From an optimization exercise on the open Yosys and OpenROAD flow, aimed at small area and a short achievable clock period; shortcuts taken in it are not production practice. No functional check of the RTL was part of any run shown here. No run shown here takes its clock network from TritonCTS; it comes from the design's own scripts or RTL. The flow treats the clock pin as an ideal source. Dropping or thinning the clock tree relies on that and would not hold on a real chip. Power and IR drop assume default switching activity.

==> flow/design.v (outline; a module is shown in full before it is edited, if it fits) <==
// module mul16_top: 15 lines
// module multiplier: 1549 lines
// module mul_fa: 4 lines
// module mul_a21oi: 3 lines
// module mul_inv: 3 lines
// module mul_nand2: 3 lines
// module mul_nor2: 3 lines
// module mul_o21ai: 3 lines
// module mul_xnor2: 3 lines
// module mul_xor2: 3 lines
// module mul_xnor: 3 lines
// module mul_or: 3 lines
// module mul_nand4: 3 lines
module mul16_top(
    input clk,
    input [15:0] a,
    input [15:0] b,
    output reg [31:0] res
);
  // ...
==> flow/flow/run.sh <==
#!/bin/bash
# Own layout flow: the standard ORFS flow (standard.sh), with
#  - port buffers of a small, fast buffer cell instead of the default delay buffer;
#  - the clock tree rebuilt after CTS as one level of four buffers driven by the clock
#    port (flatten_clock_core.tcl), which shortens the clock's insertion delay for all
#    registers alike;
#  - after that, and after global routing, timing repair aiming for setup slack above a
#    margin, so that the design is sized for the period it can reach rather than left at
#    minimum size by the loose clock.
# make's output goes to standard.log here; ORFS keeps each step's log in orfs/logs.
set -euo pipefail
cd "$(dirname "$0")/.."
export FLOW_DIR_OWN="$PWD/flow"
export FLOW_SETUP_MARGIN=0
export FLOW_IN_REG_CELL=sky130_fd_sc_hd__dfxtp_4
export BUFFER_PORTS_ARGS="-buffer_cell sky130_fd_sc_hd__buf_1"
export CTS_ARGS="-sink_clustering_enable -repair_clock_nets -dont_use_dummy_load -buf_list sky130_fd_sc_hd__clkbuf_8"
export POST_CTS_TCL="$PWD/flow/flatten_clock_post.tcl"
export PRE_GLOBAL_ROUTE_TCL="$PWD/flow/grt_margin.tcl"
bash standard.sh > standard.log 2>&1
==> flow/flow/flatten_clock_core.tcl <==
# Rebuild the clock tree that CTS made as a single level: the clock port drives
# NLEAF clock buffers directly, each driving the registers of one region of the
# core. This removes the root buffer level and so the clock's insertion delay
# (it does not skew registers against each other: all go through one buffer).
set nleaf 4
set bufcell sky130_fd_sc_hd__clkbuf_16
set block [ord::get_db_block]
set clknet [$block findNet clk]
# every register clock pin (sink) of the tree, and every clock-tree buffer
set sinks {}
set bufs {}
set todo [list $clknet]
while {[llength $todo]} {
  set net [lindex $todo 0]
  set todo [lrange $todo 1 end]
  foreach it [$net getITerms] {
    if {![$it isInputSignal] && [$it getIoType] ne "INPUT"} { continue }
    set inst [$it getInst]
    set m [[$inst getMaster] getName]
    if {[string match "sky130_fd_sc_hd__clkbuf*" $m] || [string match "sky130_fd_sc_hd__clkinv*" $m] || [string match "sky130_fd_sc_hd__buf*" $m]} {
      if {[lsearch -exact $bufs $inst] < 0} {
        lappend bufs $inst
        foreach o [$inst getITerms] {
          if {[$o isOutputSignal]} { lappend todo [$o getNet] }
        }
      }
    } else {
      lappend sinks $it
    }
  }
}
puts "flatten_clock: [llength $sinks] sinks, [llength $bufs] buffers"
# split the sinks into nleaf groups: halves by x, then each half by y
proc loc {it} {
  set b [[$it getInst] getBBox]
  return [list [expr {([$b xMin] + [$b xMax]) / 2}] [expr {([$b yMin] + [$b yMax]) / 2}]]
}
proc split_by {items idx} {
  set s [lsort -real -index 1 [lmap it $items {list $it [lindex [loc $it] $idx]}]]
  set n [expr {[llength $s] / 2}]
  return [list [lmap p [lrange $s 0 [expr {$n - 1}]] {lindex $p 0}] [lmap p [lrange $s $n end] {lindex $p 0}]]
}
set groups {}
foreach half [split_by $sinks 0] {
  foreach q [split_by $half 1] { lappend groups $q }
}
# remove the old tree
foreach inst $bufs {
  foreach o [$inst getITerms] {
    if {[$o isOutputSignal]} {
      set n [$o getNet]
      foreach it [$n getITerms] { $it disconnect }
      odb::dbNet_destroy $n
    }
  }
  odb::dbInst_destroy $inst
}
# one buffer per group, at the group's centre
set master [[ord::get_db] findMaster $bufcell]
set k 0
foreach g $groups {
  set sx 0; set sy 0
  foreach it $g { lassign [loc $it] x y; incr sx $x; incr sy $y }
  set cx [expr {$sx / [llength $g]}]; set cy [expr {$sy / [llength $g]}]
  set inst [odb::dbInst_create $block $master "clkbuf_leaf_$k"]
  set net [odb::dbNet_create $block "clknet_leaf_$k"]
  $net setSigType CLOCK
  [$inst findITerm A] connect $clknet
  [$inst findITerm X] connect $net
  foreach it $g { $it connect $net }
  $inst setLocation $cx $cy
  $inst setPlacementStatus PLACED
  puts "flatten_clock: clkbuf_leaf_$k drives [llength $g] sinks"
  incr k
}
==> flow/flow/flatten_clock_post.tcl <==
source $::env(FLOW_DIR_OWN)/flatten_clock_core.tcl
if {[info exists ::env(FLOW_IN_REG_CELL)] && $::env(FLOW_IN_REG_CELL) ne ""} {
  foreach inst [get_cells {a_r* b_r*}] {
    replace_cell $inst $::env(FLOW_IN_REG_CELL)
  }
}
detailed_placement
estimate_parasitics -placement
# size the design for the period it can reach: repair setup against a margin
set ::env(SETUP_SLACK_MARGIN) $::env(FLOW_SETUP_MARGIN)
repair_timing_helper
detailed_placement
check_placement -verbose
==> flow/flow/grt_margin.tcl <==
# the global-route stage's timing repair uses the same setup margin as after CTS
set ::env(SETUP_SLACK_MARGIN) $::env(FLOW_SETUP_MARGIN)
==> flow/standard.sh <==
#!/bin/bash
# synth_recipe.tcl (not shown) runs the flow's synth.tcl, then flattens the netlist and writes it again
# the make line also repeats each setting of config.mk as NAME=value (left out here)
make -C /OpenROAD-flow-scripts/flow DESIGN_CONFIG=/design/flow/config.mk WORK_HOME=/design/flow/orfs CLKGATE_MAP_FILE= SYNTH_SCRIPT=/design/flow/synth_recipe.tcl "${@:-finish}"
==> flow/config.mk <==
export PLATFORM = sky130hd
export DESIGN_NAME = mul16_top
export DESIGN_NICKNAME = mul16_top
export VERILOG_FILES = /design/flow/design.v
export SDC_FILE = /design/flow/constraint.sdc
export NUM_CORES = 4
export LEC_CHECK = 0
export CAP_MARGIN = 20
export CORE_MARGIN = 2
export CORE_UTILIZATION = 55
export SLEW_MARGIN = 20
export SYNTH_HIERARCHICAL = 1
==> flow/constraint.sdc <==
create_clock -name core_clock -period 22.0 [get_ports {clk}]
set_input_delay 4.4000 -clock core_clock [delete_from_list [all_inputs] [get_ports {clk}]]
set_output_delay 4.4000 -clock core_clock [all_outputs]
set_load 0.01 [all_outputs]
==> reports/qor.csv, run 1 <==
stage,metric,value,unit
worst_setup_path,Crit. Startpoint,b_r[9],
worst_hold_path,Hold Path End,res[0],
worst_setup_path,"Slowest-stage cell, CP",fa_1,
die,Die Width,128,µm
power,Main power group,combinational logic,
yosys,Synth area leaders,"fa_1 (46%), dfxtp_1 (15%), nand2_1 (13%), buf_6 (8.1%), xnor2_1 (5.4%)",
job,max-cap violations,0,
power,PD cells,159,nW/µm²
yosys,Synth warnings,7,
placement,DP Area,7990,µm²
timing,skew final,0.0153,ns
status,status,"complete, no violations",
final_layout,most frequent cells in the layout,"nand2_1 (282), fa_1 (195), buf_1 (64)",
routing,per-cell routed wire length,19.9,µm
power,Int Pwr,649,µW
power,Clock power frac,0.051,
routing,routed wl met3,1.56,mm
power,Clk power,66.6,µW
worst_setup_path,worst reg2reg path depth,16,
timing,Period minus WS final,5.21,ns
timing,Slew headroom,0.507,
yosys,"flops & latches, synth",64,
final_layout,fin nets,1024,
power,Switch Pwr,659,µW
power,total power,1.31,mW
placement,Buffers on Ports,64,
final_layout,cell class ranked first by area,multi-input combinational cells,
global_routing,met1 Track Usage GR,0.363,
global_routing,first-pass GRT wire length,31.6,mm
==> run 2, diff against run 1 <==
--- a/flow/design.v
+++ b/flow/design.v
@@ -1217,25 +1217,25 @@
   mul_fa u_s407 (.a(c296), .b(c298), .ci(s301), .s(s407), .co(c408));
   mul_fa u_s409 (.a(s303), .b(s305), .ci(s307), .s(s409), .co(c410));
   mul_fa u_s411 (.a(c302), .b(c304), .ci(c306), .s(s411), .co(c412));
   mul_fa u_s413 (.a(c308), .b(s259), .ci(s309), .s(s413), .co(c414));
   mul_fa u_s415 (.a(s311), .b(s313), .ci(s315), .s(s415), .co(c416));
   mul_fa u_s417 (.a(c310), .b(c312), .ci(c314), .s(s417), .co(c418));
   mul_fa u_s419 (.a(s265), .b(s317), .ci(s319), .s(s419), .co(c420));
   mul_fa u_s421 (.a(s321), .b(c316), .ci(s323), .s(s421), .co(c422));
-  mul_fa u_s423 (.a(c318), .b(c320), .ci(s271), .s(s423), .co(c424));
-  mul_fa u_s425 (.a(s325), .b(s327), .ci(c322), .s(s425), .co(c426));
+  mul_fa u_s423 (.a(c318), .b(c320), .ci(c322), .s(s423), .co(c424));
+  mul_fa u_s425 (.a(s271), .b(s325), .ci(s327), .s(s425), .co(c426));
   mul_fa u_s427 (.a(s329), .b(c324), .ci(s331), .s(s427), .co(c428));
   mul_fa u_s429 (.a(c326), .b(c328), .ci(s277), .s(s429), .co(c430));
   mul_fa u_s431 (.a(s333), .b(s335), .ci(s337), .s(s431), .co(c432));
   mul_fa u_s433 (.a(c330), .b(c332), .ci(s339), .s(s433), .co(c434));
-  mul_fa u_s435 (.a(c334), .b(c336), .ci(s279), .s(s435), .co(c436));
-  mul_fa u_s437 (.a(s341), .b(s343), .ci(s345), .s(s437), .co(c438));
-  mul_fa u_s439 (.a(c338), .b(c340), .ci(s347), .s(s439), .co(c440));
+  mul_fa u_s435 (.a(c334), .b(c336), .ci(c338), .s(s435), .co(c436));
+  mul_fa u_s437 (.a(s279), .b(s341), .ci(s343), .s(s437), .co(c438));
+  mul_fa u_s439 (.a(s345), .b(c340), .ci(s347), .s(s439), .co(c440));
   mul_fa u_s441 (.a(c280), .b(c342), .ci(c344), .s(s441), .co(c442));
   mul_fa u_s443 (.a(c346), .b(s349), .ci(s351), .s(s443), .co(c444));
   mul_fa u_s445 (.a(s353), .b(s355), .ci(c348), .s(s445), .co(c446));
   mul_fa u_s447 (.a(pp246), .b(pp96), .ci(c350), .s(s447), .co(c448));
   mul_fa u_s449 (.a(c352), .b(c354), .ci(c356), .s(s449), .co(c450));
   mul_fa u_s451 (.a(s357), .b(s359), .ci(s361), .s(s451), .co(c452));
   mul_fa u_s453 (.a(pp202), .b(pp217), .ci(pp232), .s(s453), .co(c454));
   mul_fa u_s455 (.a(pp247), .b(c358), .ci(c360), .s(s455), .co(c456));
@@ -1271,20 +1271,20 @@
   mul_fa u_s511 (.a(c400), .b(c402), .ci(s405), .s(s511), .co(c512));
   mul_fa u_s513 (.a(c404), .b(s407), .ci(s409), .s(s513), .co(c514));
   mul_fa u_s515 (.a(c406), .b(c408), .ci(c410), .s(s515), .co(c516));
   mul_fa u_s517 (.a(s411), .b(s413), .ci(s415), .s(s517), .co(c518));
   mul_fa u_s519 (.a(c412), .b(c414), .ci(s417), .s(s519), .co(c520));
   mul_fa u_s521 (.a(s419), .b(c416), .ci(s421), .s(s521), .co(c522));
   mul_fa u_s523 (.a(c418), .b(c420), .ci(s423), .s(s523), .co(c524));
   mul_fa u_s525 (.a(s425), .b(c422), .ci(s427), .s(s525), .co(c526));
-  mul_fa u_s527 (.a(c424), .b(s429), .ci(c426), .s(s527), .co(c528));
+  mul_fa u_s527 (.a(c424), .b(c426), .ci(s429), .s(s527), .co(c528));
   mul_fa u_s529 (.a(s431), .b(c428), .ci(s433), .s(s529), .co(c530));
-  mul_fa u_s531 (.a(c430), .b(s435), .ci(s437), .s(s531), .co(c532));
-  mul_fa u_s533 (.a(c432), .b(c434), .ci(s439), .s(s533), .co(c534));
+  mul_fa u_s531 (.a(c430), .b(c432), .ci(s435), .s(s531), .co(c532));
+  mul_fa u_s533 (.a(s437), .b(c434), .ci(s439), .s(s533), .co(c534));
   mul_fa u_s535 (.a(c436), .b(c438), .ci(s441), .s(s535), .co(c536));
   mul_fa u_s537 (.a(s443), .b(c440), .ci(s445), .s(s537), .co(c538));
   mul_fa u_s539 (.a(c442), .b(s447), .ci(c444), .s(s539), .co(c540));
   mul_fa u_s541 (.a(s449), .b(s451), .ci(c446), .s(s541), .co(c542));
   mul_fa u_s543 (.a(s453), .b(c448), .ci(c450), .s(s543), .co(c544));
   mul_fa u_s545 (.a(c452), .b(s455), .ci(s457), .s(s545), .co(c546));
   mul_fa u_s547 (.a(c454), .b(s459), .ci(s461), .s(s547), .co(c548));
   mul_fa u_s549 (.a(c456), .b(c458), .ci(s463), .s(s549), .co(c550));
@@ -1303,22 +1303,22 @@
   mul_fa u_s573 (.a(pp81), .b(c478), .ci(s481), .s(s573), .co(c574));
   mul_fa u_s575 (.a(c482), .b(c480), .ci(s483), .s(s575), .co(c576));
   mul_fa u_s577 (.a(c484), .b(s487), .ci(c486), .s(s577), .co(c578));
   mul_fa u_s579 (.a(c488), .b(s491), .ci(c490), .s(s579), .co(c580));
   mul_fa u_s581 (.a(c492), .b(c494), .ci(s495), .s(s581), .co(c582));
   mul_fa u_s583 (.a(c496), .b(s499), .ci(c498), .s(s583), .co(c584));
   mul_fa u_s585 (.a(c500), .b(s503), .ci(c502), .s(s585), .co(c586));
   mul_fa u_s587 (.a(c504), .b(s507), .ci(c506), .s(s587), .co(c588));
-  mul_fa u_s589 (.a(c508), .b(c510), .ci(s511), .s(s589), .co(c590));
+  mul_fa u_s589 (.a(c508), .b(s511), .ci(c510), .s(s589), .co(c590));
   mul_fa u_s591 (.a(c512), .b(c514), .ci(s515), .s(s591), .co(c592));
   mul_fa u_s593 (.a(c516), .b(s519), .ci(c518), .s(s593), .co(c594));
   mul_fa u_s595 (.a(c520), .b(s523), .ci(c522), .s(s595), .co(c596));
   mul_fa u_s597 (.a(c524), .b(s527), .ci(c526), .s(s597), .co(c598));
-  mul_fa u_s599 (.a(s531), .b(c528), .ci(c530), .s(s599), .co(c600));
+  mul_fa u_s599 (.a(c528), .b(s531), .ci(c530), .s(s599), .co(c600));
   mul_fa u_s601 (.a(c532), .b(s535), .ci(c534), .s(s601), .co(c602));
   mul_fa u_s603 (.a(c536), .b(s539), .ci(s541), .s(s603), .co(c604));
   mul_fa u_s605 (.a(c540), .b(s543), .ci(s545), .s(s605), .co(c606));
   mul_fa u_s607 (.a(s547), .b(c544), .ci(c546), .s(s607), .co(c608));
   mul_fa u_s609 (.a(c548), .b(s551), .ci(c550), .s(s609), .co(c610));
   mul_fa u_s611 (.a(c552), .b(s555), .ci(s557), .s(s611), .co(c612));
   mul_fa u_s613 (.a(s559), .b(c556), .ci(s561), .s(s613), .co(c614));
   mul_fa u_s615 (.a(c560), .b(s563), .ci(c562), .s(s615), .co(c616));
@@ -1326,33 +1326,33 @@
   mul_fa u_s619 (.a(pp224), .b(pp239), .ci(pp254), .s(s619), .co(c620));
   mul_xnor u_s621 (.a(pp18), .b(pp3), .y(s621));
   mul_nand4 u_c622 (.a(a[1]), .b(b[1]), .c(a[2]), .d(b[0]), .y(c622));
   mul_fa u_s623 (.a(pp4), .b(pp49), .ci(s569), .s(s623), .co(c624));
   mul_fa u_s625 (.a(c570), .b(s477), .ci(s571), .s(s625), .co(c626));
   mul_fa u_s627 (.a(c572), .b(s479), .ci(s573), .s(s627), .co(c628));
   mul_fa u_s629 (.a(c574), .b(s485), .ci(s575), .s(s629), .co(c630));
   mul_fa u_s631 (.a(c576), .b(s489), .ci(s577), .s(s631), .co(c632));
-  mul_fa u_s633 (.a(s493), .b(c578), .ci(s579), .s(s633), .co(c634));
+  mul_fa u_s633 (.a(c578), .b(s493), .ci(s579), .s(s633), .co(c634));
   mul_fa u_s635 (.a(s497), .b(c580), .ci(s581), .s(s635), .co(c636));
   mul_fa u_s637 (.a(c582), .b(s501), .ci(s583), .s(s637), .co(c638));
-  mul_fa u_s639 (.a(s505), .b(c584), .ci(s585), .s(s639), .co(c640));
+  mul_fa u_s639 (.a(c584), .b(s505), .ci(s585), .s(s639), .co(c640));
   mul_fa u_s641 (.a(s509), .b(c586), .ci(s587), .s(s641), .co(c642));
   mul_fa u_s643 (.a(s513), .b(c588), .ci(s589), .s(s643), .co(c644));
   mul_fa u_s645 (.a(s517), .b(c590), .ci(s591), .s(s645), .co(c646));
   mul_fa u_s647 (.a(c592), .b(s521), .ci(s593), .s(s647), .co(c648));
-  mul_fa u_s649 (.a(s525), .b(c594), .ci(s595), .s(s649), .co(c650));
+  mul_fa u_s649 (.a(c594), .b(s525), .ci(s595), .s(s649), .co(c650));
   mul_fa u_s651 (.a(s529), .b(c596), .ci(s597), .s(s651), .co(c652));
   mul_fa u_s653 (.a(s533), .b(c598), .ci(s599), .s(s653), .co(c654));
   mul_fa u_s655 (.a(s537), .b(c600), .ci(s601), .s(s655), .co(c656));
   mul_fa u_s657 (.a(c538), .b(c602), .ci(s603), .s(s657), .co(c658));
   mul_fa u_s659 (.a(c542), .b(s605), .ci(c604), .s(s659), .co(c660));
   mul_fa u_s661 (.a(s549), .b(c606), .ci(s607), .s(s661), .co(c662));
   mul_fa u_s663 (.a(s553), .b(c608), .ci(s609), .s(s663), .co(c664));
-  mul_fa u_s665 (.a(c554), .b(s611), .ci(c610), .s(s665), .co(c666));
+  mul_fa u_s665 (.a(c554), .b(c610), .ci(s611), .s(s665), .co(c666));
   mul_fa u_s667 (.a(c558), .b(s613), .ci(c612), .s(s667), .co(c668));
   mul_fa u_s669 (.a(s565), .b(c614), .ci(s615), .s(s669), .co(c670));
   mul_fa u_s671 (.a(c566), .b(s617), .ci(c616), .s(s671), .co(c672));
   mul_fa u_s673 (.a(c568), .b(s619), .ci(c618), .s(s673), .co(c674));
   mul_fa u_s675 (.a(pp240), .b(pp255), .ci(c620), .s(s675), .co(c676));
   mul_nand2 u_n677 (.a(pp17), .b(pp2), .y(n677));
   mul_xnor2 u_n678 (.a(pp17), .b(pp2), .y(n678));
   mul_nand2 u_n679 (.a(pp33), .b(s621), .y(n679));
--- a/flow/flow/run.sh
+++ b/flow/flow/run.sh
@@ -8,13 +8,14 @@
 #    margin, so that the design is sized for the period it can reach rather than left at
 #    minimum size by the loose clock.
 # make's output goes to standard.log here; ORFS keeps each step's log in orfs/logs.
 set -euo pipefail
 cd "$(dirname "$0")/.."
 export FLOW_DIR_OWN="$PWD/flow"
 export FLOW_SETUP_MARGIN=0
 export FLOW_IN_REG_CELL=sky130_fd_sc_hd__dfxtp_4
+export FLOW_CLK_LEAF_CELL=sky130_fd_sc_hd__clkbuf_8
 export BUFFER_PORTS_ARGS="-buffer_cell sky130_fd_sc_hd__buf_1"
 export CTS_ARGS="-sink_clustering_enable -repair_clock_nets -dont_use_dummy_load -buf_list sky130_fd_sc_hd__clkbuf_8"
 export POST_CTS_TCL="$PWD/flow/flatten_clock_post.tcl"
 export PRE_GLOBAL_ROUTE_TCL="$PWD/flow/grt_margin.tcl"
 bash standard.sh > standard.log 2>&1
--- a/flow/flow/flatten_clock_core.tcl
+++ b/flow/flow/flatten_clock_core.tcl
@@ -1,14 +1,15 @@
 # Rebuild the clock tree that CTS made as a single level: the clock port drives
 # NLEAF clock buffers directly, each driving the registers of one region of the
 # core. This removes the root buffer level and so the clock's insertion delay
 # (it does not skew registers against each other: all go through one buffer).
 set nleaf 4
 set bufcell sky130_fd_sc_hd__clkbuf_16
+if {[info exists ::env(FLOW_CLK_LEAF_CELL)] && $::env(FLOW_CLK_LEAF_CELL) ne ""} { set bufcell $::env(FLOW_CLK_LEAF_CELL) }
 set block [ord::get_db_block]
 set clknet [$block findNet clk]
 # every register clock pin (sink) of the tree, and every clock-tree buffer
 set sinks {}
 set bufs {}
 set todo [list $clknet]
 while {[llength $todo]} {
   set net [lindex $todo 0]
==> flow/flow/flatten_clock_post.tcl (replaced) <==
source $::env(FLOW_DIR_OWN)/flatten_clock_core.tcl
if {[info exists ::env(FLOW_IN_REG_CELL)] && $::env(FLOW_IN_REG_CELL) ne ""} {
  foreach inst [get_cells {a_r* b_r*}] {
    replace_cell $inst $::env(FLOW_IN_REG_CELL)
  }
}
# optionally a stronger cell for the buffers that drive the output ports
if {[info exists ::env(FLOW_OUT_BUF_CELL)] && $::env(FLOW_OUT_BUF_CELL) ne ""} {
  foreach bt [[ord::get_db_block] getBTerms] {
    if {[$bt getIoType] ne "OUTPUT"} { continue }
    foreach it [[$bt getNet] getITerms] {
      if {[$it isOutputSignal]} {
        replace_cell [get_cells [[$it getInst] getName]] $::env(FLOW_OUT_BUF_CELL)
      }
    }
  }
}
detailed_placement
estimate_parasitics -placement
# size the design for the period it can reach: repair setup against a margin
set ::env(SETUP_SLACK_MARGIN) $::env(FLOW_SETUP_MARGIN)
repair_timing_helper
detailed_placement
check_placement -verbose
==> run 2 against run 1 <==
Compared with the run above:
- die area unchanged
- sequential power about the same
- global-route usage grew 0.059 points
- first-iteration DRC count fell by 5.9%
- fmax is 0.76% lower
- flip-flop and latch count is the same
- hold slack got worse by 0.035 ns
- total power shrank 1.1%
- cell count unchanged
- synthesized area unchanged
- critical endpoint unchanged
==> reports/qor.csv, run 2 <==
stage,metric,value,unit,change
routing,Routed WL,19.7,mm,
yosys,sequential element share of the synthesized area,0.151,,
die,DIE AREA,16400,µm²,
yosys,post-synth top area cell,fa_1,,
final_layout,FILL cells,1356,,
yosys,share of the synthesized area in the top cell type,0.461,,
timing,slew of the pin with the lowest slew margin,0.759,ns,
worst_setup_path,"CP delay by family, top",adder cells,,
clocking,worst-skew pair later-pin latency,0.18,ns,
timing,endpoints failing hold,0,,
yosys,Synth Area in Compound Gates,0.0378,,
final_layout,Synth-to-Final Area Change,-3.50,%,
worst_setup_path,"Slowest-stage cell, CP",fa_1,,
worst_setup_path,Critical Path AT,5.28,ns,
yosys,"Cell Area, Synth",8470,µm²,
worst_setup_path,worst reg2reg endpoint,res[27],,
routing,DRT iter0 DRCs,370,,
routing,vias post-DR,5591,,
routing,per-cell routed wire length,20.1,µm,+1.1%
die,Placement Rows,45,,
final_layout,Final Cell Area,8170,µm²,
timing,RSZ-0062 raised after global routing,false,,
yosys,most numerous cell in the Yosys netlist,nand2_1,,
routing,met2 wire len,9.33,mm,
routing,Top Layer Used,met4,,
global_routing,GRT Residual Overflow,0,,
worst_setup_path,Setup crit start kind,register,,
timing,Slew headroom,0.491,,-0.0162
yosys,synthesized area per cell,10.3,µm²,
yosys,multiplexer area fraction after synthesis,0,,
yosys,post-synthesis simple-gate area fraction,0.151,,
placement,Buffers on Ports,64,,unchanged
placement,Detailed Place HPWL,14.5,mm,
global_routing,vias in the first global route,5992,,
final_layout,fin nets,1024,,unchanged
yosys,Post-synth EDFFs,0,,
worst_setup_path,critical path capture point type,register,,
timing,Final setup viols,0,,
timing,Slew Limit Fails,0,,
yosys,Synth Area in Adders,0.461,,
global_routing,largest net degree at the start of global routing,23,,
yosys,"flops & latches, synth",64,,unchanged
yosys,post-synthesis async set-or-reset flop share,0,,
worst_setup_path,"most used cell, CP",fa_1,,
die,Core Area,15100,µm²,
worst_setup_path,Crit Path Max Fanout,18,,
worst_hold_path,Hold Path End,res[0],,
global_routing,first-pass GRT wire length,31.7,mm,+0.35%
placement,gpl congestion,0.927,,
power,PD cells,158,nW/µm²,-0.53%
yosys,Post-Synth XOR/XNOR Area,0.0776,,
timing,Period minus WS final,5.25,ns,+0.0398 ns
routing,Residual DRC,0,,
final_layout,"commonest non-fill, non-tap cell in the layout",nand2_1,,
clocking,clk slew on worst S/H paths,0.09,ns,
die,Top Ports,65,,
worst_hold_path,worst hold path class,register to register,,
die,Die Width,128,µm,unchanged
final_layout,max reg flops,32,,
routing,routed wl met3,1.72,mm,+10%
routing,drt pass-1 iters,8,,
timing,fin crit share,0.239,,
worst_setup_path,worst reg2reg path depth,16,,unchanged
placement,DP Area,7990,µm²,unchanged
yosys,post-synth cell types,15,,
worst_setup_path,buffer and inverter count on the worst path,1,,
worst_setup_path,max incr delay on CP,0.56,ns,
die,Vert. Die Dim,128,µm,
clocking,clk sinks,64,,
status,status,"complete, no violations",,
final_layout,Antenna Cells,0,,
worst_setup_path,r2r startpoint,b_r[9],,
final_layout,most frequent cells in the layout,"nand2_1 (282), fa_1 (195), buf_1 (64)",,
yosys,Synth warnings,7,,unchanged
routing,Via density,5.69,,
yosys,main combinational cell family by area after synthesis,adder cells,,
yosys,Synthesized Nets,1046,,
worst_hold_path,WHS Path Cells,2,,
timing,FMAX,0.191,GHz,
yosys,synth cell count leaders,"nand2_1 (282), fa_1 (195), dfxtp_1 (64)",,
power,Leakage Power,2.79,nW,
yosys,Gate Count Post-Synth,818,,
worst_setup_path,reg2reg setup slack,16.75,ns,
power,Peak VDD IR,0.112,mV,
timing,Final Hold Slack,0.629,ns,
worst_hold_path,Worst Hold Launch,a_r[0],,
routing,met1 wire length,8.36,mm,
worst_setup_path,"critical path, cell by cell",nand2_1 > fa_1 > fa_1 > fa_1 > fa_1 > fa_1 > fa_1 > xnor2_1 > o21ai_1 > a21oi_2 > o21ai_1 > a21oi_2 > inv_1 > a21oi_2 > o21ai_1 > xor2_1,,
die,Starting Density,0.559,,
yosys,Synth area leaders,"fa_1 (46%), dfxtp_1 (15%), nand2_1 (13%), buf_6 (8.1%), xnor2_1 (5.4%)",,
timing,skew final,0.0295,ns,+0.0142 ns
yosys,Post-synth top flop,dfxtp_1,,
routing,Routed Antenna Nets,0,,
timing,final setup TNS,0,ns,
final_layout,share of layout cells above drive strength 1,0.0844,,
worst_setup_path,Crit Path Category,register to register,,
worst_setup_path,Critical Path RT,22.04,ns,
final_layout,most flop-heavy register,res,,
job,max-cap violations,0,,unchanged
global_routing,initial antenna violation count,0,,
global_routing,GRT Util Overall,0.255,,
final_layout,biggest regs,"res: 32 flops, a_r: 16 flops, b_r: 16 flops",,
## run 2: cell types whose count changed in the layout (fill, tap and decap cells not counted)
| cell | delta |
|---|---|
| clkbuf_16 | -4 |
| clkbuf_8 | +4 |
## run 2: logic make-up after synthesis
kind of cell,after synthesis
AND/OR/NAND/NOR,324
adder cells (fa/ha/maj),195
buffers and inverters,108
XOR/XNOR,75
flip-flops,64
AO/OA/AOI/OAI,52
## run 2: per-module statistics from Yosys, one instance, submodules excluded, a selection
module / cell area [µm²] / cells / flip-flops and latches
mul_fa: 20.0 / 1 / 0
mul_xor2: 8.76 / 1 / 0
multiplier: 1970 / 352 / 0
mul_nand4: 6.26 / 1 / 0
mul16_top: 1280 / 64 / 64
mul_xnor2: 8.76 / 1 / 0
mul_inv: 3.75 / 1 / 0
mul_o21ai: 5.00 / 1 / 0
mul_xnor: 8.76 / 1 / 0
mul_nand2: 3.75 / 1 / 0
mul_a21oi: 8.76 / 1 / 0
## run 2: where the power goes
group | total [mW] | switching, mW | internal [mW] | leakage, nW
clock network | 0.0499 | 0.0329 | 0.0170 | 0.0288
registers | 0.194 | 0.0247 | 0.169 | 0.551
logic | 1.05 | 0.606 | 0.443 | 2.21
## run 2: final cells by class
| cell class | instances | area [µm²] | share of cell area |
|---|---|---|---|
| Timing Repair Buffer | 68 | 270 | 0.0331 |
| Inverter | 12 | 45.0 | 0.00551 |
| Multi-Input combinational cell | 646 | 6160 | 0.754 |
| Tap cell | 188 | 235 | 0.0288 |
| Buffer | 4 | 55.1 | 0.00674 |
| Sequential cell | 64 | 1400 | 0.172 |
## run 2: metrics by stage
| stage | power [mW] | worst slack (ns) | cells | utilization |
|---|---|---|---|---|
| 5_1_grt | 1.43 | 16.52 | 982 | 0.539 |
| 3_5_place_dp | 1.25 | 16.32 | 978 | 0.528 |
| 2_1_floorplan | 1.37 | 17.15 | 818 | - |
| 6_report | 1.29 | 16.75 | 982 | 0.539 |
| 3_3_place_gp | 1.23 | 16.38 | 978 | 0.528 |
## run 2: how the worst max path moves through the flow
stage | startpoint | end | slack, ns | cells past startpoint
finish | b_r[9] | res[27] | 16.75 | 16
global route | a_r[4] | res[27] | 16.52 | 18
detailed placement | b_r[9] | res[27] | 16.32 | 16
floorplan | b_r[6] | res[27] | 17.15 | 19
global placement | b_r[9] | res[27] | 16.38 | 16
## run 2: layer usage
metal	GRT usage	vias up
li1	-	2392
met1	0.366	2905
met2	0.409	271
met3	0.0455	23
met4	0.0601	0
met5	0	-
## run 2: tightest hold or removal path: cells and delay by family, from the launching register on
family,cells,cell delay (ns)
AND/OR/NAND/NOR,1,0.12
buffers and inverters,1,0.04
flip-flops,1,0.43
==> run 3, diff against run 2 <==
--- a/flow/flow/run.sh
+++ b/flow/flow/run.sh
@@ -11,7 +11,8 @@
 set -euo pipefail
 cd "$(dirname "$0")/.."
 export FLOW_DIR_OWN="$PWD/flow"
-export FLOW_SETUP_MARGIN=0
+export FLOW_SETUP_MARGIN=16.93
+export SETUP_MOVE_SEQUENCE=sizeup,swap
 export FLOW_IN_REG_CELL=sky130_fd_sc_hd__dfxtp_4
 export FLOW_CLK_LEAF_CELL=sky130_fd_sc_hd__clkbuf_8
 export BUFFER_PORTS_ARGS="-buffer_cell sky130_fd_sc_hd__buf_1"
--- a/flow/config.mk
+++ b/flow/config.mk
@@ -7,6 +7,6 @@
 export LEC_CHECK = 0
 export CAP_MARGIN = 20
 export CORE_MARGIN = 2
-export CORE_UTILIZATION = 55
+export CORE_UTILIZATION = 60
 export SLEW_MARGIN = 20
 export SYNTH_HIERARCHICAL = 1
==> run 3 against run 2 <==
Compared with the run above:
- still clean
- combinational power up 17%
- sequential share of layout area down 0.54 points
- synthesized cell count unchanged
- setup slack better by 0.21 ns
- fmax up 4.3%
- critical path type is now register to output port
- largest power group unchanged
==> reports/qor.csv, run 3 <==
stage,metric,value,unit,change
worst_setup_path,r2r startpoint,b_r[6],,
final_layout,Layout Cells excl Fill,975,,-0.71%
timing,final setup TNS,0,ns,unchanged
global_routing,GRT Util Overall,0.276,,+0.0218
routing,per-cell routed wire length,20.0,µm,-0.20%
job,max-cap violations,0,,unchanged
final_layout,share of layout cells above drive strength 1,0.167,,+0.0829
worst_setup_path,"Slowest-stage cell, CP",dfxtp_2,,
timing,endpoints failing hold,0,,unchanged
yosys,synthesized area per cell,10.3,µm²,unchanged
yosys,synth cell count leaders,"nand2_1 (282), fa_1 (195), dfxtp_1 (64)",,
yosys,sequential element share of the synthesized area,0.151,,unchanged
worst_setup_path,Crit Path Category,register to output port,,
worst_setup_path,critical path capture point type,output port,,
timing,Slew headroom,0.536,,+0.0457
yosys,"Cell Area, Synth",8470,µm²,unchanged
worst_setup_path,Crit. Startpoint,res[19],,
final_layout,biggest regs,"res: 32 flops, a_r: 16 flops, b_r: 16 flops",,
timing,slew of the pin with the lowest slew margin,0.691,ns,-0.0682 ns
worst_setup_path,Critical Path AT,0.63,ns,-4.65 ns
worst_setup_path,"critical path, cell by cell",clkbuf_2,,
timing,RSZ-0062 raised after global routing,true,,
yosys,most numerous cell in the Yosys netlist,nand2_1,,
timing,fin crit share,0.229,,-0.00975
yosys,post-synth cell types,15,,unchanged
final_layout,Antenna Cells,0,,unchanged
yosys,Gate Count Post-Synth,818,,unchanged
yosys,Synth warnings,7,,unchanged
routing,Residual DRC,0,,unchanged
timing,FMAX,0.199,GHz,+4.3%
placement,Placed Cells,971,,-0.72%
placement,Buffers on Ports,64,,unchanged
worst_setup_path,worst reg2reg path depth,16,,unchanged
routing,Routed Antenna Nets,0,,unchanged
final_layout,Synth-to-Final Area Change,-0.177,%,
final_layout,register area,1400,µm²,+0.18%
global_routing,first-pass GRT wire length,31.0,mm,-2.1%
die,Top Ports,65,,unchanged
yosys,Post-synth EDFFs,0,,unchanged
power,Peak VDD IR,0.136,mV,+22%
clocking,clk slew on worst S/H paths,0.12,ns,+0.03 ns
final_layout,Layout Utilization,0.611,,+0.0718
yosys,Post-synth top flop,dfxtp_1,,
yosys,post-synthesis async set-or-reset flop share,0,,unchanged
clocking,clk sinks,64,,unchanged
yosys,"flops & latches, synth",64,,unchanged
routing,Routed WL,19.5,mm,-0.91%
worst_setup_path,Crit path depth,1,,-15
power,PD cells,174,nW/µm²,+10%
routing,drt pass-1 iters,5,,-3
worst_setup_path,max incr delay on CP,0.34,ns,-0.22 ns
worst_setup_path,"CP delay by family, top",flip-flops,,
die,Vert. Die Dim,123,µm,-4.1%
global_routing,largest net degree at the start of global routing,23,,unchanged
worst_setup_path,Setup crit start kind,register,,
timing,skew final,0.0267,ns,-0.00279 ns
yosys,post-synth top area cell,fa_1,,
worst_setup_path,Crit Path Max Fanout,1,,-17
final_layout,"commonest non-fill, non-tap cell in the layout",nand2_1,,
status,status,"complete, no violations",,
die,Starting Density,0.612,,+0.0533
placement,Detailed Place HPWL,14.5,mm,-0.55%
final_layout,most frequent cells in the layout,"nand2_1 (270), fa_1 (180), buf_1 (48)",,
die,DIE AREA,15100,µm²,-8.1%
power,Leakage Power,2.93,nW,+4.9%
routing,DRT iter0 DRCs,562,,+52%
timing,Slew Limit Fails,0,,unchanged
worst_setup_path,buffer and inverter count on the worst path,1,,unchanged
routing,vias post-DR,5556,,-0.63%
timing,Final setup viols,0,,unchanged
timing,Period minus WS final,5.03,ns,-0.215 ns
die,Core Area,13800,µm²,-8.7%
worst_setup_path,worst reg2reg endpoint,res[27],,
final_layout,most flop-heavy register,res,,
worst_setup_path,reg2reg setup slack,16.98,ns,+0.23 ns
worst_hold_path,worst hold path class,register to register,,
yosys,share of the synthesized area in the top cell type,0.461,,unchanged
final_layout,max reg flops,32,,unchanged
global_routing,vias in the first global route,5893,,-1.7%
final_layout,multi-input logic area,6410,µm²,+4.0%
final_layout,FILL cells,1176,,-13%
routing,Via density,5.70,,about the same
final_layout,fin nets,1025,,+0.098%
yosys,Synth area leaders,"fa_1 (46%), dfxtp_1 (15%), nand2_1 (13%), buf_6 (8.1%), xnor2_1 (5.4%)",,
die,Placement Rows,43,,-4.4%
worst_setup_path,crit path capture,res[19],,
worst_setup_path,Critical Path RT,17.60,ns,-4.44 ns
global_routing,GRT Residual Overflow,0,,unchanged
yosys,Synthesized Nets,1046,,unchanged
clocking,worst-skew pair later-pin latency,0.17,ns,about the same
die,Die Width,123,µm,-4.1%
placement,gpl congestion,0.911,,-1.7%
global_routing,initial antenna violation count,0,,unchanged
run 3: cell counts after synthesis:
Identical to the previous run, type by type.
run 3: power breakdown:
part / switching (mW) / internal (mW) / leakage, nW
clock: 0.0315 / 0.0169 / 0.0288
combinational: 0.678 / 0.553 / 2.35
sequential: 0.0246 / 0.170 / 0.551
total: 0.735 / 0.740 / 2.93
run 3: area by class of cell:
| cell class | instances | share of cell area |
|---|---|---|
| Sequential cell | 64 | 0.166 |
| Inverter | 12 | 0.00533 |
| Timing Repair Buffer | 69 | 0.0370 |
| Multi-Input combinational cell | 646 | 0.758 |
| Buffer | 4 | 0.00651 |
| Tap cell | 180 | 0.0267 |
run 3: worst min path at each step:
stage | start | end | slack [ns] | cells past startpoint
floorplan | b_r[15] | res[31] | 0.75 | 6
global placement | b_r[0] | res[0] | 0.86 | 2
detailed placement | a_r[0] | res[0] | 0.86 | 2
global route | b_r[0] | res[0] | 0.69 | 2
finish | b_r[0] | res[0] | 0.65 | 2
run 3: per-stage QoR:
| stage | hold WS, ns | instance area [µm²] | worst slack [ns] | power, mW |
|---|---|---|---|---|
| 3_5_place_dp | 0.862 | 7990 | 16.37 | 1.24 |
| 6_report | 0.652 | 8450 | 16.97 | 1.47 |
| 3_3_place_gp | 0.862 | 7990 | 16.41 | 1.22 |
| 5_1_grt | 0.689 | 8450 | 16.81 | 1.62 |
| 2_1_floorplan | 0.746 | 8470 | 17.15 | 1.37 |
run 3: modules after synthesis (local to each module, per instance), excerpt:
module / flip-flops and latches / area [µm²] / cells inside
mul16_top: 64 / 1280 / 64
mul_nand4: 0 / 6.26 / 1
mul_xnor2: 0 / 8.76 / 1
mul_nand2: 0 / 3.75 / 1
mul_o21ai: 0 / 5.00 / 1
mul_inv: 0 / 3.75 / 1
mul_a21oi: 0 / 8.76 / 1
mul_fa: 0 / 20.0 / 1
mul_nor2: 0 / 3.75 / 1
run 3: metal layers:
metal	vias up	wire length (µm)	track usage
li1	2392	-	-
met1	2851	8180	0.404
met2	287	9330	0.428
met3	26	1700	0.0539
met4	0	317	0.0690
met5	-	0	0
run 3: cells by family (layout without fill, tap and decap cells):
logic type	Yosys count	in the layout	share of synthesized area
AND/OR/NAND/NOR	324	324	0.151
adder cells (fa/ha/maj)	195	195	0.461
buffers and inverters	108	85	0.121
XOR/XNOR	75	75	0.0776
flip-flops	64	64	0.151
AO/OA/AOI/OAI	52	52	0.0378
==> run 4, diff against run 3 <==
--- a/flow/flow/run.sh
+++ b/flow/flow/run.sh
@@ -13,7 +13,7 @@
 export FLOW_DIR_OWN="$PWD/flow"
 export FLOW_SETUP_MARGIN=16.93
 export SETUP_MOVE_SEQUENCE=sizeup,swap
-export FLOW_IN_REG_CELL=sky130_fd_sc_hd__dfxtp_4
+export FLOW_IN_REG_CELL=
 export FLOW_CLK_LEAF_CELL=sky130_fd_sc_hd__clkbuf_8
 export BUFFER_PORTS_ARGS="-buffer_cell sky130_fd_sc_hd__buf_1"
 export CTS_ARGS="-sink_clustering_enable -repair_clock_nets -dont_use_dummy_load -buf_list sky130_fd_sc_hd__clkbuf_8"
==> run 4 against run 3 <==
Compared with the run above:
- clock skew rose by 0.0012 ns
- critical endpoint unchanged
- synthesized area is the same
- setup slack worse by 0.0021 ns
- largest power group unchanged
- fmax barely moved
- largest cell class unchanged
- core utilization shrank 0.18 points
==> reports/qor.csv, run 4 <==
stage,metric,value,unit,change
placement,DP Worst Slack,16.37,ns,unchanged
final_layout,biggest regs,"res: 32 flops, a_r: 16 flops, b_r: 16 flops",,
yosys,post-synth cell types,15,,unchanged
global_routing,largest net degree at the start of global routing,23,,unchanged
routing,Routed Antenna Nets,0,,unchanged
global_routing,GRT Util Overall,0.275,,-0.00108
yosys,sequential element share of the synthesized area,0.151,,unchanged
timing,RSZ-0062 raised after global routing,true,,
worst_setup_path,critical path capture point type,output port,,
die,Die Width,123,µm,unchanged
timing,Period minus WS final,5.04,ns,+0.00210 ns
die,Top Ports,65,,unchanged
worst_setup_path,Critical Path AT,0.64,ns,about the same
global_routing,grt met2 use,0.425,,-0.00345
clocking,worst-skew pair later-pin latency,0.18,ns,about the same
yosys,synth cell count leaders,"nand2_1 (282), fa_1 (195), dfxtp_1 (64)",,
routing,Routed WL,19.6,mm,about the same
final_layout,most flop-heavy register,res,,
yosys,Gate Count Post-Synth,818,,unchanged
yosys,"flops & latches, synth",64,,unchanged
worst_setup_path,Crit Path Category,register to output port,,
timing,fin crit share,0.229,,about the same
routing,vias post-DR,5588,,+0.58%
final_layout,register area,1380,µm²,-1.5%
placement,gpl congestion,0.911,,unchanged
final_layout,most frequent cells in the layout,"nand2_1 (270), fa_1 (180), buf_1 (48)",,
final_layout,Antenna Cells,0,,unchanged
routing,Residual DRC,0,,unchanged
worst_setup_path,"Slowest-stage cell, CP",dfxtp_2,,
global_routing,Top Usage Layer GRT,met2,,
global_routing,met3 usage,0.0534,,-0.000465
clocking,clk slew on worst S/H paths,0.12,ns,about the same
routing,Via density,5.73,,+0.58%
final_layout,Layout Cells excl Fill,975,,unchanged
yosys,"Cell Area, Synth",8470,µm²,unchanged
yosys,Synth warnings,7,,unchanged
global_routing,GRT Residual Overflow,0,,unchanged
global_routing,first-pass GRT wire length,30.9,mm,-0.31%
yosys,share of the synthesized area in the top cell type,0.461,,unchanged
final_layout,Final Cell Area,8430,µm²,-0.30%
die,Starting Density,0.612,,unchanged
final_layout,FILL cells,1177,,+0.085%
placement,DP Area,7990,µm²,unchanged
yosys,Synth area leaders,"fa_1 (46%), dfxtp_1 (15%), nand2_1 (13%), buf_6 (8.1%), xnor2_1 (5.4%)",,
placement,Placed Cells,971,,unchanged
worst_setup_path,Setup crit start kind,register,,
power,Leakage Power,2.93,nW,-0.11%
final_layout,fin nets,1025,,unchanged
timing,slew of the pin with the lowest slew margin,0.677,ns,-0.0137 ns
timing,Slew Limit Fails,0,,unchanged
die,Vert. Die Dim,123,µm,unchanged
final_layout,multi-input logic area,6410,µm²,unchanged
job,max-cap violations,0,,unchanged
yosys,Post-synth top flop,dfxtp_1,,
worst_setup_path,Crit Path Max Fanout,1,,unchanged
yosys,Synthesized Nets,1046,,unchanged
final_layout,share of layout cells above drive strength 1,0.161,,-0.00629
worst_hold_path,worst hold path class,register to register,,
placement,Detailed Place HPWL,14.5,mm,unchanged
timing,Final setup viols,0,,unchanged
yosys,post-synth top area cell,fa_1,,
final_layout,max reg flops,32,,unchanged
routing,DRT iter0 DRCs,491,,-13%
worst_setup_path,Critical Path RT,17.60,ns,about the same
die,Placement Rows,43,,unchanged
final_layout,Synth-to-Final Area Change,-0.473,%,
timing,final setup TNS,0,ns,unchanged
routing,per-cell routed wire length,20.1,µm,about the same
die,DIE AREA,15100,µm²,unchanged
yosys,post-synthesis async set-or-reset flop share,0,,unchanged
timing,FMAX,0.199,GHz,about the same
worst_setup_path,"CP delay by family, top",flip-flops,,
global_routing,vias in the first global route,5859,,-0.58%
final_layout,Layout Utilization,0.609,,-0.00181
worst_setup_path,"critical path, cell by cell",clkbuf_2,,
clocking,clk sinks,64,,unchanged
routing,drt pass-1 iters,7,,+2
final_layout,"commonest non-fill, non-tap cell in the layout",nand2_1,,
timing,skew final,0.0279,ns,+0.00120 ns
timing,PnR worst setup slack,16.96,ns,-0.00210 ns
timing,Slew headroom,0.546,,+0.00923
global_routing,met1 Track Usage GR,0.405,,+0.000756
timing,endpoints failing hold,0,,unchanged
global_routing,initial antenna violation count,0,,unchanged
die,Core Area,13800,µm²,unchanged
placement,Buffers on Ports,64,,unchanged
yosys,synthesized area per cell,10.3,µm²,unchanged
power,PD cells,175,nW/µm²,+0.39%
worst_setup_path,max incr delay on CP,0.34,ns,about the same
worst_setup_path,buffer and inverter count on the worst path,1,,unchanged
power,Peak VDD IR,0.127,mV,-7.2%
yosys,Post-synth EDFFs,0,,unchanged
yosys,most numerous cell in the Yosys netlist,nand2_1,,
status,status,"complete, no violations",,
-- run 4: cell counts after synthesis --
Identical to the previous run, type by type.
-- run 4: metal layers --
metal | vias to the layer above | share of wire | routed length [µm]
met5 | - | 0 | 0
met1 | 2876 | 0.42 | 8300
met4 | 0 | 0.017 | 329
li1 | 2393 | - | -
met2 | 287 | 0.47 | 9240
met3 | 32 | 0.086 | 1680
-- run 4: layout make-up --
class / instances / area share
Multi-Input combinational cell: 646 / 0.761
Sequential cell: 64 / 0.164
Timing Repair Buffer: 69 / 0.0367
Buffer: 4 / 0.00653
Tap cell: 180 / 0.0267
Inverter: 12 / 0.00535
-- run 4: worst paths after layout --
path | start | to | slack [ns] | cells after the start
hold reg to reg | b_r[0] | res[0] | 0.65 | 2
setup / recovery | res[19] | res[19] | 16.96 | 1
setup reg to reg | b_r[6] | res[27] | 16.97 | 16
hold / removal | b_r[0] | res[0] | 0.65 | 2
-- run 4: logic make-up after synthesis --
| group | count (synthesis) | synth area share |
|---|---|---|
| buffers and inverters | 108 | 0.121 |
| adder cells (fa/ha/maj) | 195 | 0.461 |
| AND/OR/NAND/NOR | 324 | 0.151 |
| XOR/XNOR | 75 | 0.0776 |
| AO/OA/AOI/OAI | 52 | 0.0378 |
| flip-flops | 64 | 0.151 |
-- run 4: Yosys stat by module, one instance, submodules excluded, a selection --
module / times used / area (µm²) / cells
mul_xnor: 15 / 8.76 / 1
mul_fa: 195 / 20.0 / 1
multiplier: 1 / 1970 / 352
mul_o21ai: 36 / 5.00 / 1
mul_nand4: 15 / 6.26 / 1
mul_nor2: 16 / 3.75 / 1
mul_xor2: 23 / 8.76 / 1
mul_xnor2: 37 / 8.76 / 1
-- run 4: report_power, final --
part           internal (mW)  switching [mW]  total [mW]
logic                  0.553           0.679        1.23
registers              0.170          0.0246       0.195
clock network         0.0169          0.0317      0.0487
-- run 4: metrics by stage --
| stage | hold slack [ns] | power, mW |
|---|---|---|
| floorplan | 0.746 | 1.37 |
| global placement | 0.862 | 1.22 |
| detailed placement | 0.862 | 1.24 |
| global route | 0.690 | 1.62 |
| finish | 0.652 | 1.48 |

separate check: timing with driven ports:
No port has a modelled driver above. Below, the same layouts with a new extraction and two added sets of constraints. Step 1 sets driving cells, clkbuf_16 on the clock port and buf_2 on the other inputs (assumed; they add their load-dependent delay and slew). Step 2, shift: input delay + t, output delay - t, t = (earliest + latest rising clock arrival at the registers) / 2. This alone moves slack from input paths to output paths. Slacks: no drivers / after step 1 / after step 2; pairs: no drivers / after step 1.
| run | shift t [ns] | setup WS [ns] | cell pins on the clock port's net |
|---|---|---|---|
| run 1 | 0.231 | 16.790 / 16.790 / 16.790 | 4 |
| run 2 | 0.234 | 16.751 / 16.751 / 16.751 | 4 |
| run 3 | 0.232 | 16.965 / 16.893 / 16.984 | 4 |
| run 4 | 0.233 | 16.963 / 16.891 / 16.970 | 4 |
After both steps every run listed still meets setup and hold.
